Source: an optimization exercise on an open RTL-to-GDS flow (aim: small area, a short achievable clock period and few clock cycles). Production flows keep margins and buffers that such runs may drop. The RTL was checked by simulation tests, not by an equivalence proof against the original design. No activity file was given, so power comes from the tool's default toggle rates.

`flow/config.mk`:
```
export PLATFORM = sky130hd
export DESIGN_NAME = MISP
export DESIGN_NICKNAME = MISP
export VERILOG_FILES = /design/flow/design.v
export SDC_FILE = /design/flow/constraint.sdc
export NUM_CORES = 4
export LEC_CHECK = 0
export CAP_MARGIN = 20
export CORE_MARGIN = 2
export CORE_UTILIZATION = 40
export SETUP_SLACK_MARGIN = 3.0
export SLEW_MARGIN = 20
export SYNTH_HIERARCHICAL = 1
```
`flow/constraint.sdc`:
```
create_clock -name core_clock -period 7.0 [get_ports {clk}]
set_input_delay 1.4000 -clock core_clock [delete_from_list [all_inputs] [get_ports {clk}]]
set_output_delay 1.4000 -clock core_clock [all_outputs]
set_load 0.01 [all_outputs]
```
`flow/design.v`:
```
module alu32 (
    input  [31:0] a,
    input  [31:0] b,         
    input  [31:0] bt,        
    input  [15:0] imm,
    input         sub,       
    input         r_add, r_logic, r_slt, r_sltu, r_shift, r_lui,
    input  [1:0]  lop,       
    input         sh_var, sh_left, sh_arith,
    output [31:0] sum,       
    output        eq,        
    output [31:0] y
);
    wire [31:0] bx = b ^ {32{sub}};
    wire [33:0] s34 = {1'b0, a, 1'b1} + {1'b0, bx, sub};
    assign sum = s34[32:1];
    wire borrow = ~s34[33];                  
    wire lt_s = borrow ^ a[31] ^ b[31];      
    wire [31:0] x_and = a & b;
    wire [31:0] x_or  = a | b;
    wire [31:0] x_xor = a ^ b;
    reg  [31:0] lg;
    always @(*) begin
        case (lop)
            2'd0: lg = x_and;
            2'd1: lg = x_or;
            2'd2: lg = x_xor;
            default: lg = ~x_or;
        endcase
    end
    assign eq = (a == bt);
    wire [4:0] amt = sh_var ? a[4:0] : imm[10:6];
    wire big = sh_var & (|a[31:5]);
    wire fill = sh_arith & bt[31];
    reg [31:0] sv, s0, s1, s2, s3, s4, sr;
    integer i;
    always @(*) begin
        for (i = 0; i < 32; i = i + 1) sv[i] = sh_left ? bt[31 - i] : bt[i];
        s0 = amt[0] ? {fill, sv[31:1]} : sv;
        s1 = amt[1] ? {{2{fill}}, s0[31:2]} : s0;
        s2 = amt[2] ? {{4{fill}}, s1[31:4]} : s1;
        s3 = amt[3] ? {{8{fill}}, s2[31:8]} : s2;
        s4 = amt[4] ? {{16{fill}}, s3[31:16]} : s3;
        if (big) s4 = {32{fill}};
        for (i = 0; i < 32; i = i + 1) sr[i] = sh_left ? s4[31 - i] : s4[i];
    end
    assign y = ({32{r_add}}   & sum)
             | ({32{r_logic}} & lg)
             | ({32{r_shift}} & sr)
             | {31'd0, (r_slt & lt_s) | (r_sltu & borrow)}
             | ({32{r_lui}}   & {imm, 16'd0});
endmodule
module rf_aoi222 (input a1, a2, b1, b2, c1, c2, output y);
    assign y = ~((a1 & a2) | (b1 & b2) | (c1 & c2));
endmodule
module rf_nand2 (input a, b, output y);
    assign y = ~(a & b);
endmodule
module rf_nand3 (input a, b, c, output y);
    assign y = ~(a & b & c);
endmodule
module rf_nand4 (input a, b, c, d, output y);
    assign y = ~(a & b & c & d);
endmodule
module rf_or3 (input a, b, c, output y);
    assign y = a | b | c;
endmodule
module rf_rbit (input [30:0] d, input [30:0] s, output y);
    wire [10:0] t;
    genvar g;
    generate
        for (g = 0; g < 10; g = g + 1) begin : g_aoi
            rf_aoi222 u (.a1(d[3*g]), .a2(s[3*g]), .b1(d[3*g+1]), .b2(s[3*g+1]),
                         .c1(d[3*g+2]), .c2(s[3*g+2]), .y(t[g]));
        end
    endgenerate
    rf_nand2 u_n2 (.a(d[30]), .b(s[30]), .y(t[10]));
    wire u0, u1, u2;
    rf_nand4 u_a (.a(t[0]), .b(t[1]), .c(t[2]), .d(t[3]), .y(u0));
    rf_nand4 u_b (.a(t[4]), .b(t[5]), .c(t[6]), .d(t[7]), .y(u1));
    rf_nand3 u_c (.a(t[8]), .b(t[9]), .c(t[10]), .y(u2));
    rf_or3   u_o (.a(u0), .b(u1), .c(u2), .y(y));
endmodule
module registerfile32 (
    input         clk,
    input         reset,
    input         we,
    input  [4:0]  wa,
    input  [31:0] wd,
    input  [4:0]  ra1,
    input  [4:0]  ra2,
    output [31:0] rd1,
    output [31:0] rd2
);
    reg [31:0] r [1:31];
    wire [31:0] wdg = reset ? 32'd0 : wd;
    wire [30:0] s1, s2;
    genvar i, j;
    generate
        for (i = 1; i < 32; i = i + 1) begin : g_reg
            wire en = reset | (we & (wa == i));
            always @(posedge clk)
                if (en) r[i] <= wdg;
            assign s1[i-1] = (ra1 == i);
            assign s2[i-1] = (ra2 == i);
        end
        for (j = 0; j < 32; j = j + 1) begin : g_bit
            wire [30:0] d;
            for (i = 1; i < 32; i = i + 1) begin : g_d
                assign d[i-1] = r[i][j];
            end
            rf_rbit u1 (.d(d), .s(s1), .y(rd1[j]));
            rf_rbit u2 (.d(d), .s(s2), .y(rd2[j]));
        end
    endgenerate
endmodule
module MISP(
    input           clk,
    input           reset,
    output [31:0]   imem_addr,
    input  [31:0]   imem_data,
    output [31:0]   dmem_addr,
    output [31:0]   dmem_wdata,
    output          dmem_we,
    output          dmem_re,
    input  [31:0]   dmem_rdata
);
    reg  [31:0] pc;
    reg         pend;        
    reg  [16:0] boff;        
    wire        stall;       
    wire [31:0] ins = imem_data;
    wire [5:0]  op  = ins[31:26];
    wire [5:0]  fn  = ins[5:0];
    wire [4:0]  rs  = ins[25:21];
    wire [4:0]  rt  = ins[20:16];
    wire [4:0]  rd  = ins[15:11];
    wire [31:0] pc_inc = pend ? {{13{boff[16]}}, boff, 2'b00} : 32'd4;
    wire [31:0] pc_add = pc + pc_inc;
    wire        is_j   = (op == 6'b000010);
    wire [31:0] pc_nxt = stall ? pc :
                         (is_j & ~pend) ? {pc_add[31:28], ins[25:0], 2'b00} : pc_add;
    wire is_r   = (op == 6'b000000);
    wire is_ia  = (op[5:3] == 3'b001);
    wire is_lw  = (op == 6'b100011);
    wire is_sw  = (op == 6'b101011);
    wire is_beq = (op == 6'b000100);
    wire is_bne = (op == 6'b000101);
    wire [4:0] d_wa  = is_r ? rd : rt;
    wire       d_wen = (is_r | is_ia | is_lw) & (d_wa != 5'd0);
    wire       d_sub    = is_r ? (fn[5] & fn[1] & ~fn[2]) : is_ia & (op[2:1] == 2'b01);
    wire       d_radd   = is_r ? (fn[5:2] == 4'b1000) : (is_lw | is_sw | (op[3:1] == 3'b100));
    wire       d_rlogic = is_r ? (fn[5:2] == 4'b1001) : (op[3:2] == 2'b11) & ~(op[1] & op[0]);
    wire [1:0] d_lop    = is_r ? fn[1:0] : op[1:0];
    wire       d_rslt   = is_r ? (fn == 6'b101010) : is_ia & (op[2:0] == 3'b010);
    wire       d_rsltu  = is_r ? (fn == 6'b101011) : is_ia & (op[2:0] == 3'b011);
    wire       d_rshift = is_r & ~fn[5];
    wire       d_rlui   = (op[3:0] == 4'b1111);
    wire       uses_rt  = is_r | is_sw | is_beq | is_bne;
    reg [31:0] e_a, e_b;
    reg [15:0] e_imm;
    reg [4:0]  e_wa;
    reg        e_wen, e_load, e_store, e_beq, e_bne;
    reg        e_useimm, e_sub, e_radd, e_rlogic, e_rslt, e_rsltu, e_rshift, e_rlui;
    reg [1:0]  e_lop;
    reg        e_shvar, e_shleft, e_sharith;
    wire [31:0] e_sum, e_y;
    wire        e_eq;
    alu32 alu (
        .a(e_a), .b(e_useimm ? {{16{e_imm[15]}}, e_imm} : e_b), .bt(e_b),
        .imm(e_imm), .sub(e_sub),
        .r_add(e_radd), .r_logic(e_rlogic), .r_slt(e_rslt), .r_sltu(e_rsltu),
        .r_shift(e_rshift), .r_lui(e_rlui), .lop(e_lop),
        .sh_var(e_shvar), .sh_left(e_shleft), .sh_arith(e_sharith),
        .sum(e_sum), .eq(e_eq), .y(e_y)
    );
    wire        e_taken = (e_beq & e_eq) | (e_bne & ~e_eq);
    assign stall = e_load & e_wen & ~is_j & ((e_wa == rs) | (uses_rt & (e_wa == rt)));
    reg [31:0] m_val, m_wd;
    reg [4:0]  m_wa;
    reg        m_wen, m_load, m_store;
    wire [31:0] m_res = m_load ? dmem_rdata : m_val;
    wire [31:0] rd1, rd2;
    registerfile32 rf (
        .clk(clk), .reset(reset),
        .we(m_wen), .wa(m_wa), .wd(m_res),
        .ra1(rs), .ra2(rt), .rd1(rd1), .rd2(rd2)
    );
    wire [31:0] d_a = (e_wen && e_wa == rs) ? e_y : (m_wen && m_wa == rs) ? m_res : rd1;
    wire [31:0] d_b = (e_wen && e_wa == rt) ? e_y : (m_wen && m_wa == rt) ? m_res : rd2;
    wire        bub = reset | stall;
    always @(posedge clk) begin
        pc   <= reset ? 32'd0 : pc_nxt;
        pend <= ~reset & (stall ? pend : e_taken);
        if (~pend) boff <= {e_imm[15], e_imm} - 17'd1;
        m_val   <= e_y;
        m_wd    <= e_b;
        m_wa    <= e_wa;
        m_wen   <= ~reset & e_wen;
        m_load  <= ~reset & e_load;
        m_store <= ~reset & e_store;
        e_a   <= d_a;
        e_b   <= d_b;
        e_imm <= ins[15:0];
        e_wa  <= d_wa;
        e_wen   <= ~bub & d_wen;
        e_load  <= ~bub & is_lw;
        e_store <= ~bub & is_sw;
        e_beq   <= ~bub & is_beq;
        e_bne   <= ~bub & is_bne;
        e_useimm  <= ~is_r;
        e_sub     <= d_sub;
        e_radd    <= d_radd;
        e_rlogic  <= d_rlogic;
        e_lop     <= d_lop;
        e_rslt    <= d_rslt;
        e_rsltu   <= d_rsltu;
        e_rshift  <= d_rshift;
        e_rlui    <= d_rlui;
        e_shvar   <= fn[2];
        e_shleft  <= ~fn[1];
        e_sharith <= fn[0];
    end
    assign imem_addr  = pc;
    assign dmem_addr  = m_val;
    assign dmem_wdata = m_wd;
    assign dmem_we    = m_store;
    assign dmem_re    = m_load;
endmodule
```
`flow/run.sh`:
```
#!/bin/bash
# synth_recipe.tcl (not shown) runs the flow's synth.tcl, then flattens the netlist and writes it again
# the make line also repeats each setting of config.mk as NAME=value (left out here)
make -C /OpenROAD-flow-scripts/flow DESIGN_CONFIG=/design/flow/config.mk WORK_HOME=/design/flow/orfs CLKGATE_MAP_FILE= SYNTH_SCRIPT=/design/flow/synth_recipe.tcl finish
```
==> flow_metrics.tcl <==
set metrics [dict create \
    cp_num_cells 10 \
    regToRegSetupSlack_ns 2.98 \
    tightestPinTransition_ns 1.31 \
    timing.setup.tns_ns 0 \
    htreeDepth 4 \
    p_per_area_nw_per_um2 286 \
    numCtsBuffers 133 \
    die_x_um 381 \
    fmax_mhz 246 \
    rsz0062_at_grt "true" \
    intPower_w 0.0138 \
    via_per_inst 7.11 \
    cp_cell_sequence "dlygate4sd2_1, buf_6, or3b_4, nor2_4, buf_4, a222oi_1, nand4_1, or3_1, mux2i_1, o21ai_0" \
    arrival_ns 4.78 \
    path_clk_slew_ns 0.06 \
    cp_top_family "simple AND/OR/NAND/NOR gates" \
    outcome "finished clean" \
    synthCells 4300 \
    peakVddDrop_uv 201 \
    drc 0 \
    core_um2 141000 \
    grt_pass1_vias 43837 \
    r2r.worst_path.cells 16 \
    netlist_area_um2 56900 \
    cp_slowest_stage_delay_ns 0.72 \
    cts_buffer_depth 3 \
    drive_gt1_frac 0.160 \
    gr-usage-all-layers 0.325 \
    path_max_fanout 18 \
    place_congestion 0.998 \
    period_minus_slack_ns 4.07 \
    clkPwrFrac 0.369 \
    path_class "input port to flop" \
    critPathBufInv 3 \
    die_y_um 381 \
    initial_utilization 0.402 \
    avgSynthCellArea_um2 13.2 \
    routedWlPerCell_um 36.9 \
    clock_latency_ns 0.80 \
    required_ns 7.71 \
    final_core_util 0.479 \
    grt_max_degree 86 \
    area_growth_pct 19.0 \
    cap_violations 0 \
    pin_count 164 \
    clock-sinks 1213 \
    yosys_warnings 10 \
    antenna_left 0 \
    dr.pass1.iters 14 \
    slowest_stage "nor2_4" \
    p_comb_frac 0.157 \
    antenna_found_initial 13 \
    hold_class "flop to flop" \
    seq_power_share 0.473 \
    finalSetupViolCount 0 \
    endpoint_kind "flop" \
    final_cell_mix "1009 x edfxtp_1, 650 x a222oi_1, 319 x nand2_1" \
    nets 4854 \
    hold_viol 0 \
    grt_pass1_wl_um 336000 \
    swShare 0.289 \
    die_area_um2 145000 \
    numPortBuffers 161 \
    critPathLaunchType "input port" \
    fillers 12286 \
    routed_wl_um 247000 \
    slew_violations 0 \
    cts-root-buf "clkbuf_16" \
    drt-initial-drc-count 11553 \
    grt-ovfl-total 0 \
    row_count 138 \
    power_switching_w 0.00559 \
    period_share 0.581 \
    cts_tree "yes" \
    final_common_cell "edfxtp_1" \
    startpoint "imem_data[21]" \
    hold_buffers 0 \
    r2r-start "e_useimm$_DFF_P_" \
    critPathCapture "e_a[29]$_DFF_P_" \
    fin_worst_skew_ns 0.0297 \
    leakage_nw 24.4 \
    dp_hpwl_um 152000 \
    reg2reg_to "e_b[25]$_DFF_P_" \
    max_slew_margin 0.129 \
    vias 47530 \
]
==> per-stage QoR <==
stage / setup WS (ns) / area, um2 / power (W) / hold WS, ns / std cells
final: 2.93 / 67700 / 0.0194 / 0.406 / 6684
after floorplan: 3.00 / 56900 / 0.0105 / 0.373 / 4301
after detailed placement: 1.78 / 62200 / 0.0120 / 0.393 / 6370
after global placement: 1.80 / 62100 / 0.0120 / 0.399 / 6369
after global routing: 2.92 / 67700 / 0.0198 / 0.418 / 6673
after CTS: 2.98 / 67000 / 0.0191 / 0.409 / 6635
==> per-layer routing <==
layer	global-route usage	vias up	wire length, um
met3	0.115	889	37300
li1	-	19085	-
met2	0.469	4299	103000
met4	0.218	6	19700
met1	0.410	23251	86500
met5	0	-	43
==> sequential cells by signal, summed over array words and instances, names as in the netlist, 2 cells and up <==
name   cells
m_wd      32
rf.r     992
pc        30
e_b       32
e_lop      2
m_wa       5
m_val     32
e_imm     16
e_wa       5
boff      17
e_a       32
==> cell type report <==
type                    instances  area [um2]  share of cell area
repair buffers                380        3430              0.0507
clock inverters                70         798              0.0118
multi-input cells            2802       22500               0.332
well taps                    1890        2360              0.0349
flip-flops and latches       1213       34400               0.508
inverters                     144         543             0.00802
clock buffers                 174        3650              0.0539
diodes                         11        27.5            0.000407
==> worst min-delay path by stage <==
stage,cells after the start,from,to
6_report,0,e_wa[4]$_DFF_P_,m_wa[4]$_DFF_P_
5_1_grt,0,e_wa[4]$_DFF_P_,m_wa[4]$_DFF_P_
4_1_cts,0,e_wa[3]$_DFF_P_,m_wa[3]$_DFF_P_
3_5_place_dp,0,e_wa[3]$_DFF_P_,m_wa[3]$_DFF_P_
3_3_place_gp,0,e_wa[4]$_DFF_P_,m_wa[4]$_DFF_P_
2_1_floorplan,0,e_wa[2]$_DFF_P_,m_wa[2]$_DFF_P_
==> worst reg2reg max path: cells and delay by family (launching register included) <==
family	cells	cell delay, ns
and+or+nand+nor	2	0.18
xor gates and xnor gates	2	0.31
adders and majority gates	1	0.39
AOI/OAI and AO/OA	8	1.92
muxes	1	0.34
buffers and inverters	2	0.33
DFF	1	0.42
==> repair_timing <==
action,CTS,global route
gates cloned,5,4
buffers inserted,16,31
pin swaps,11,36
gates resized for setup,69,72
setup endpoints to repair,92,62
==> power groups by stage <==
| stage | combinational (W) | clock, W | sequential [W] |
|---|---|---|---|
| after detailed placement | 0.00276 | 0 | 0.00926 |
| after CTS | 0.00283 | 0.00719 | 0.00912 |
| after global placement | 0.00274 | 0 | 0.00924 |
| after global routing | 0.00316 | 0.00748 | 0.00920 |
| after floorplan | 0.00150 | 0 | 0.00905 |
| final | 0.00304 | 0.00715 | 0.00917 |
Testbench counts, summed over its fixed seeds: cycles 410,342.

[what the ideal ports hide]
Ports are ideal in the flow. The routed layout listed here was re-timed in OpenROAD. Step 1 sets driving cells, clkbuf_16 on the clock port and buf_2 on the other inputs (assumed; they add their load-dependent delay and slew). Step 2 times the ports against the registers' clock, not the clock port: input delays grow and output delays shrink by t, the midpoint of the rising clock arrivals with the driver on. a / b / c = ideal / step 1 / step 2; a / b = the first two.
shift t [ns]: 0.865
setup slack, ns: 2.931 / 2.976 / 2.111
clock arrival spread, ns: 0.034 / 0.034
pins driven straight from the clock port: 1
After both steps this run still meets setup and hold. The setup slack of this run moves by +0.045 ns with the drivers and by -0.820 ns with both steps.
